Background: an optimization exercise with open tools, aiming at small area, a short achievable clock period and few clock cycles per item. Do not read the settings as production practice.
Only simulation tests tie the RTL to the original design; equivalence was not proved.

rev 12:
==> flow/design.v (excerpt) <==
module multiplier32FP (
	input  logic        clk,
	input  logic        rst_n,
	input  logic        start_i,
	input  logic [31:0] a_i,
	input  logic [31:0] b_i,
	output logic        done_o,
	output logic        nan_o,
	output logic        infinit_o,
	output logic        overflow_o,
	output logic        underflow_o,
	output logic [31:0] product_o
);
Size: ~2300 cells after synthesis, about 190 flip-flops, ~23000 um2 of cells after synthesis.
==> flow/config.mk <==
export PLATFORM = sky130hd
export DESIGN_NAME = multiplier32FP
export DESIGN_NICKNAME = multiplier32FP
export VERILOG_FILES = /design/flow/design.v
export SDC_FILE = /design/flow/constraint.sdc
export NUM_CORES = 4
export LEC_CHECK = 0
export CAP_MARGIN = 0
export CORE_MARGIN = 2
export CORE_UTILIZATION = 60
export PLACE_DENSITY = 0.75
export SLEW_MARGIN = 0
export SYNTH_HIERARCHICAL = 1
==> flow/constraint.sdc <==
create_clock -name core_clock -period 15.0 [get_ports {clk}]
set_input_delay 3.0000 -clock core_clock [delete_from_list [all_inputs] [get_ports {clk}]]
set_output_delay 3.0000 -clock core_clock [all_outputs]
set_load 0.01 [all_outputs]
standard.sh (not shown) runs the stock make flow with config.mk's settings and CLKGATE_MAP_FILE= SYNTH_SCRIPT=/design/flow/synth_recipe.tcl, a recipe that flattens the netlist after the stock synthesis.
==> flow/flow/run.sh <==
#!/bin/bash
# Own layout flow: the standard ORFS flow (standard.sh) with two changes:
#  - the input and output ports are buffered with buf_4 cells instead of the
#    default port-buffer choice;
#  - timing repair aims for 8 ns of setup slack (the clock period and the
#    constraints are unchanged; this only makes repair work on paths that
#    already meet them).
# Each make step writes its own log under orfs/logs; the make output as a
# whole goes to standard.log.
set -euo pipefail
export BUFFER_PORTS_ARGS="-buffer_cell sky130_fd_sc_hd__buf_4"
export SETUP_SLACK_MARGIN=8
bash standard.sh > standard.log 2>&1
Rev 12 went all the way through synthesis, placement and routing and the layout is clean on timing, DRC and antenna.
Testbench counts of rev 12, summed over its fixed seeds: cycles 3,321, ops 3,200.
Input-level comparison between rev 13 and rev 12:
==> flow/run.sh (new file) <==
#!/bin/bash
# synth_recipe.tcl (not shown) runs the flow's synth.tcl, then flattens the netlist and writes it again
# the make line also repeats each setting of config.mk as NAME=value (left out here)
make -C /OpenROAD-flow-scripts/flow DESIGN_CONFIG=/design/flow/config.mk WORK_HOME=/design/flow/orfs CLKGATE_MAP_FILE= SYNTH_SCRIPT=/design/flow/synth_recipe.tcl finish
diff --git a/flow/config.mk b/flow/config.mk
--- a/flow/config.mk
+++ b/flow/config.mk
@@ -11,0 +12 @@
+export SETUP_SLACK_MARGIN = 5
removed: flow/flow/run.sh
removed: flow/standard.sh
## What came out
Sort rev 13 and rev 12 by maximum fanout encountered on the critical timing path, ascending, and rev 12 comes first. Rev 13 and rev 12 ended up with roughly the same number of clock buffers inserted by TritonCTS. For rev 12, the last element of the critical path was product_o[23], unlike rev 13, where it was product_o[29]. Summary of rev 13 over rev 12: number of flip-flops and latches held steady, achievable frequency -12%.

the previous run:
multiplier32FP, a different RTL version from the one above (not shown whole).
For scale: ~2300 cells after synthesis, ~190 flip-flops, ~0.024 mm² of cells after synthesis.
==> flow/design.v (excerpt) <==
module multiplier32FP (
	input  logic        clk,
	input  logic        rst_n,
	input  logic        start_i,
	input  logic [31:0] a_i,
	input  logic [31:0] b_i,
	output logic        done_o,
	output logic        nan_o,
	output logic        infinit_o,
	output logic        overflow_o,
	output logic        underflow_o,
	output logic [31:0] product_o
);
==> flow/config.mk <==
export PLATFORM = sky130hd
export DESIGN_NAME = multiplier32FP
export DESIGN_NICKNAME = multiplier32FP
export VERILOG_FILES = /design/flow/design.v
export SDC_FILE = /design/flow/constraint.sdc
export NUM_CORES = 4
export LEC_CHECK = 0
export CAP_MARGIN = 0
export CORE_MARGIN = 2
export CORE_UTILIZATION = 60
export PLACE_DENSITY = 0.75
export SLEW_MARGIN = 0
export SYNTH_HIERARCHICAL = 1
==> flow/constraint.sdc <==
create_clock -name core_clock -period 15.0 [get_ports {clk}]
set_input_delay 3.0000 -clock core_clock [delete_from_list [all_inputs] [get_ports {clk}]]
set_output_delay 3.0000 -clock core_clock [all_outputs]
set_load 0.01 [all_outputs]
==> flow/flow/run.sh <==
#!/bin/bash
# Own layout flow: the standard ORFS flow (standard.sh) with two changes:
#  - the input and output ports are buffered with buf_4 cells instead of the
#    default port-buffer choice;
#  - timing repair aims for 8 ns of setup slack (the clock period and the
#    constraints are unchanged; this only makes repair work on paths that
#    already meet them).
# Each make step writes its own log under orfs/logs; the make output as a
# whole goes to standard.log.
set -euo pipefail
export BUFFER_PORTS_ARGS="-buffer_cell sky130_fd_sc_hd__buf_4"
export SETUP_SLACK_MARGIN=8
bash standard.sh > standard.log 2>&1
Per the final summary, the previous run finished and its layout is clean on timing, DRC and antenna.
Testbench counts of the previous run, summed over its fixed seeds: cycles 3,321, ops 3,200.
[inputs] the current run vs the previous run
Settings: CAP_MARGIN changed from 0 to 20; SLEW_MARGIN changed from 0 to 20; PLACE_DENSITY changed from 0.75 to 0.72; CORE_UTILIZATION changed from 60 to 55.
==> flow/flow/run.sh <==
#!/bin/bash
# Own layout flow: the standard ORFS flow (standard.sh) with two changes:
#  - the input and output ports are buffered with buf_4 cells instead of the
#    default port-buffer choice;
#  - timing repair aims for 8.5 ns of setup slack (the clock period and the
#    constraints are unchanged; this only makes repair work on paths that
#    already meet them).
# Each make step writes its own log under orfs/logs; the make output as a
# whole goes to standard.log.
set -euo pipefail
export BUFFER_PORTS_ARGS="-buffer_cell sky130_fd_sc_hd__buf_4"
export SETUP_SLACK_MARGIN=8.5
bash standard.sh > standard.log 2>&1
### Flow results
The current run finished every stage and its layout cleared the timing, DRC and antenna checks.
As of the current run, via count had risen slightly compared to the previous run.
Diff the previous run..the current run | synthesized area | unchanged
Compared to the previous run, the current run has area taken by multi-input logic gates 5.3% higher.
The current run: core utilization 2.2 points below the previous run
Cell area is higher on the current run
Die footprint delta (the current run − the previous run): unfavourable
Re total of endpoints with negative setup slack in the final report: no difference whatsoever between the previous run and the current run.
Going from the previous run to the current run, number of fill cells in the layout grew by a little under 10%.
Between the previous run and the current run, global-route usage over all layers decreased.

multiplier32FP, a different RTL version from the one above (not shown whole).
Size in the first run: ~160 flip-flops, about 25000 sq um of cells after synthesis.
// multiplier32FP
module multiplier32FP (
	input  logic        clk,
	input  logic        rst_n,
	input  logic        start_i,
	input  logic [31:0] a_i,
	input  logic [31:0] b_i,
	output logic        done_o,
	output logic        nan_o,
	output logic        infinit_o,
	output logic        overflow_o,
	output logic        underflow_o,
	output logic [31:0] product_o
);
	logic [7:0]  ea, eb;
	logic [22:0] fa, fb;
	logic        ea_nz, eb_nz, fa_nz, fb_nz, ea_max, eb_max;
	logic [23:0] ma, mb;
	logic        da, db, z, nan, inf_op, bd, rare;
	logic [22:0] fsub;
	logic [4:0]  msb;
	logic [8:0]  esum;
	assign ea = a_i[30:23];
	assign eb = b_i[30:23];
	assign fa = a_i[22:0];
	assign fb = b_i[22:0];
	assign ea_nz = |ea;
	assign eb_nz = |eb;
	assign fa_nz = |fa;
	assign fb_nz = |fb;
	assign ea_max = &ea;
	assign eb_max = &eb;
	assign ma = {ea_nz, fa};
	assign mb = {eb_nz, fb};
	assign da = !ea_nz && fa_nz;
	assign db = !eb_nz && fb_nz;
	assign z      = (!ea_nz && !fa_nz) || (!eb_nz && !fb_nz);
	assign nan    = (ea_max && fa_nz) || (eb_max && fb_nz);
	assign inf_op = (ea_max && !fa_nz) || (eb_max && !fb_nz);
	assign bd     = da && db;
	assign esum   = {1'b0, ea} + {1'b0, eb};
	assign fsub = da ? fa : fb;
	always_comb begin
		msb = 5'd0;
		for (int i = 0; i < 23; i++)
			if (fsub[i]) msb = 5'(i);
	end
	assign rare = !z && !bd &&
	              ((((da || db) || esum <= 9'd127) && !nan && !inf_op) ||
	               esum == 9'd381 || esum == 9'd382);
	logic [47:0] ms, mc, s_r, c_r;
	mul24_cs u_mul (.a(ma), .b(mb), .s(ms), .c(mc));
	logic [8:0]  esum_r;
	logic [4:0]  msb_r;
	logic        d_r, sign_r, bd_r, nan_r, z_r, inf_op_r;
	always_ff @(posedge clk) begin
		s_r      <= ms;
		c_r      <= mc;
		esum_r   <= esum;
		msb_r    <= msb;
		d_r      <= da || db;
		sign_r   <= a_i[31] ^ b_i[31];
		bd_r     <= bd;
		nan_r    <= nan;
		z_r      <= z;
		inf_op_r <= inf_op;
	end
	logic pend, rsel;
	always_ff @(posedge clk or negedge rst_n) begin
		if (!rst_n) begin
			pend   <= 1'b0;
			done_o <= 1'b0;
		end else begin
			pend   <= !pend && start_i && rare;
			done_o <= (!pend && start_i && !rare) || pend;
		end
	end
	always_ff @(posedge clk) rsel <= pend;
	logic [47:0] p;
	assign p = s_r + c_r;
	logic [7:0]  fe;
  ...
export LEC_CHECK = 0
export CAP_MARGIN = 20
export CORE_MARGIN = 2
export CORE_UTILIZATION = 40
export PLACE_DENSITY = 0.6
export SLEW_MARGIN = 20
export SYNTH_HIERARCHICAL = 1
create_clock -name core_clock -period 15.0 [get_ports {clk}]
==> flow/flow/run.sh <==
#!/bin/bash
# Own layout flow: the standard ORFS flow (standard.sh) with two changes:
#  - the input and output ports are buffered with buf_4 cells instead of the
#    default port-buffer choice;
#  - timing repair aims for 8 ns of setup slack (the clock period and the
#    constraints are unchanged; this only makes repair work on paths that
#    already meet them).
# Each make step writes its own log under orfs/logs; the make output as a
# whole goes to standard.log.
set -euo pipefail
export BUFFER_PORTS_ARGS="-buffer_cell sky130_fd_sc_hd__buf_4"
export SETUP_SLACK_MARGIN=8
bash standard.sh > standard.log 2>&1
Testbench counts at the start, summed over its fixed seeds: cycles 3,216, ops 3,200.
Edit:
--- a/flow/flow/run.sh
+++ b/flow/flow/run.sh
@@ -4,3 +4,3 @@
 #    default port-buffer choice;
-#  - timing repair aims for 8 ns of setup slack (the clock period and the
+#  - timing repair aims for 9 ns of setup slack (the clock period and the
 #    constraints are unchanged; this only makes repair work on paths that
@@ -11,3 +11,3 @@
 export BUFFER_PORTS_ARGS="-buffer_cell sky130_fd_sc_hd__buf_4"
-export SETUP_SLACK_MARGIN=8
+export SETUP_SLACK_MARGIN=9
 bash standard.sh > standard.log 2>&1
Die area stays the same.
Hold slack loses 0.015 ns.
Cell count is higher by 6.5%.
Clock skew came out higher by 0.0070 ns.
Cell area went up by 19%.

multiplier32FP with an RTL version that a note above also has.
For scale: ~190 flip-flops, ~100 I/O pins, about 23000 um2 of cells after synthesis.
==> flow/design.v (excerpt) <==
module multiplier32FP (
	input  logic        clk,
	input  logic        rst_n,
	input  logic        start_i,
	input  logic [31:0] a_i,
	input  logic [31:0] b_i,
	output logic        done_o,
	output logic        nan_o,
	output logic        infinit_o,
	output logic        overflow_o,
	output logic        underflow_o,
	output logic [31:0] product_o
);
	logic [7:0]  ea, eb;
	logic [22:0] fa, fb;
	logic        ea_nz, eb_nz, fa_nz, fb_nz, ea_max, eb_max;
	logic [23:0] ma, mb;
	logic        da, db, z, nan, inf_op, bd, rare;
	logic [22:0] fsub;
	logic [4:0]  msb;
	logic [8:0]  esum;
	assign ea = a_i[30:23];
	assign eb = b_i[30:23];
	assign fa = a_i[22:0];
	assign fb = b_i[22:0];
	assign ea_nz = |ea;
	assign eb_nz = |eb;
	assign fa_nz = |fa;
	assign fb_nz = |fb;
	assign ea_max = &ea;
	assign eb_max = &eb;
	assign ma = {ea_nz, fa};
	assign mb = {eb_nz, fb};
	assign da = !ea_nz && fa_nz;
	assign db = !eb_nz && fb_nz;
	assign z      = (!ea_nz && !fa_nz) || (!eb_nz && !fb_nz);
	assign nan    = (ea_max && fa_nz) || (eb_max && fb_nz);
	assign inf_op = (ea_max && !fa_nz) || (eb_max && !fb_nz);
	assign bd     = da && db;
	assign esum   = {1'b0, ea} + {1'b0, eb};
	assign fsub = da ? fa : fb;
	always_comb begin
		msb = 5'd0;
		for (int i = 0; i < 23; i++)
			if (fsub[i]) msb = 5'(i);
	end
	assign rare = !z && !bd &&
	              ((((da || db) || esum <= 9'd127) && !nan && !inf_op) ||
	               esum == 9'd381 || esum == 9'd382);
	logic [47:0] ms, mc, s_r, c_r;
	mul24_cs u_mul (.a(ma), .b(mb), .s(ms), .c(mc));
	logic [8:0]  esum_r;
  ...
clock: 15.0 ns
lec_check: 0
cap_margin: 0
core_margin: 2
core_utilization: 65
gpl_timing_driven: 1
place_density: 0.78
slew_margin: 0
synth_hierarchical: 1
==> flow/flow/run.sh <==
#!/bin/bash
# Own layout flow: the standard ORFS flow (standard.sh) with two changes:
#  - the input and output ports are buffered with buf_4 cells instead of the
#    default port-buffer choice;
#  - timing repair aims for 8 ns of setup slack (the clock period and the
#    constraints are unchanged; this only makes repair work on paths that
#    already meet them).
# Each make step writes its own log under orfs/logs; the make output as a
# whole goes to standard.log.
set -euo pipefail
export BUFFER_PORTS_ARGS="-buffer_cell sky130_fd_sc_hd__buf_4"
export SETUP_SLACK_MARGIN=8
bash standard.sh > standard.log 2>&1
The first run completed with no timing, DRC or antenna violations.
Testbench counts at the start, summed over its fixed seeds: cycles 3,321, ops 3,200.
Rerun with:
==> flow/flow/run.sh (replaced) <==
#!/bin/bash
# Own layout flow: the standard ORFS flow (standard.sh) with two changes:
#  - the input and output ports are buffered with buf_2 cells instead of the
#    default port-buffer choice;
#  - timing repair aims for 8 ns of setup slack (the clock period and the
#    constraints are unchanged; this only makes repair work on paths that
#    already meet them).
# Each make step writes its own log under orfs/logs; the make output as a
# whole goes to standard.log.
set -euo pipefail
export BUFFER_PORTS_ARGS="-buffer_cell sky130_fd_sc_hd__buf_2"
export SETUP_SLACK_MARGIN=8
bash standard.sh > standard.log 2>&1
CORE_UTILIZATION = 60   (was 65)
GPL_TIMING_DRIVEN = unset   (was 1)
PLACE_DENSITY = 0.75   (was 0.78)
Effect:
- The changed run finished clean
- die area went up by 8.2%
- design area barely changes
- global-route usage falls by 2.0 points
- wire length increases by 3.9%
- worst setup slack improved by 0.031 ns

afterwards: timing with drivers on the ports:
In the flow no input, the clock included, has a driving cell. The finished layouts below were timed again as built, in two steps. Step 1 (the two cells are an assumption about what drives the block):
set clk [get_ports {clk}]
set_driving_cell -lib_cell sky130_fd_sc_hd__clkbuf_16 $clk
set_driving_cell -lib_cell sky130_fd_sc_hd__buf_2 [delete_from_list [all_inputs] $clk]
Step 2 also shifts input and output timing later by t, the mid clock arrival at the registers, as if the neighbouring blocks saw the same clock. Three values: no drivers, after step 1, after step 2; two values: the first two.
run	t (ns)	slack for setup (ns)	latest minus earliest clock arrival (ns)	worst data-port slew with drivers (ns)
rev 12	0.492	8.070 / 8.017 / 7.611	0.017 / 0.016	0.07
rev 13	0.498	7.153 / 7.094 / 7.048	0.012 / 0.011	0.04
the previous run	0.486	8.052 / 8.060 / 7.574	0.022 / 0.022	0.05
the current run	0.504	8.304 / 8.249 / 8.068	0.019 / 0.019	0.07
the first run of note 3	0.511	8.110 / 8.057 / 7.634	0.024 / 0.024	0.04
the second run of note 3	0.554	8.248 / 8.194 / 8.059	0.029 / 0.030	0.26
the first run of note 4	0.491	8.065 / 8.045 / 7.601	0.009 / 0.010	0.04
the second run of note 4	0.479	8.097 / 8.093 / 7.645	0.010 / 0.010	0.04
After both steps setup and hold are still met in every run listed. For the previous run, which loses most, drivers alone change the setup slack by +0.008 ns; drivers and shift together by -0.478 ns.
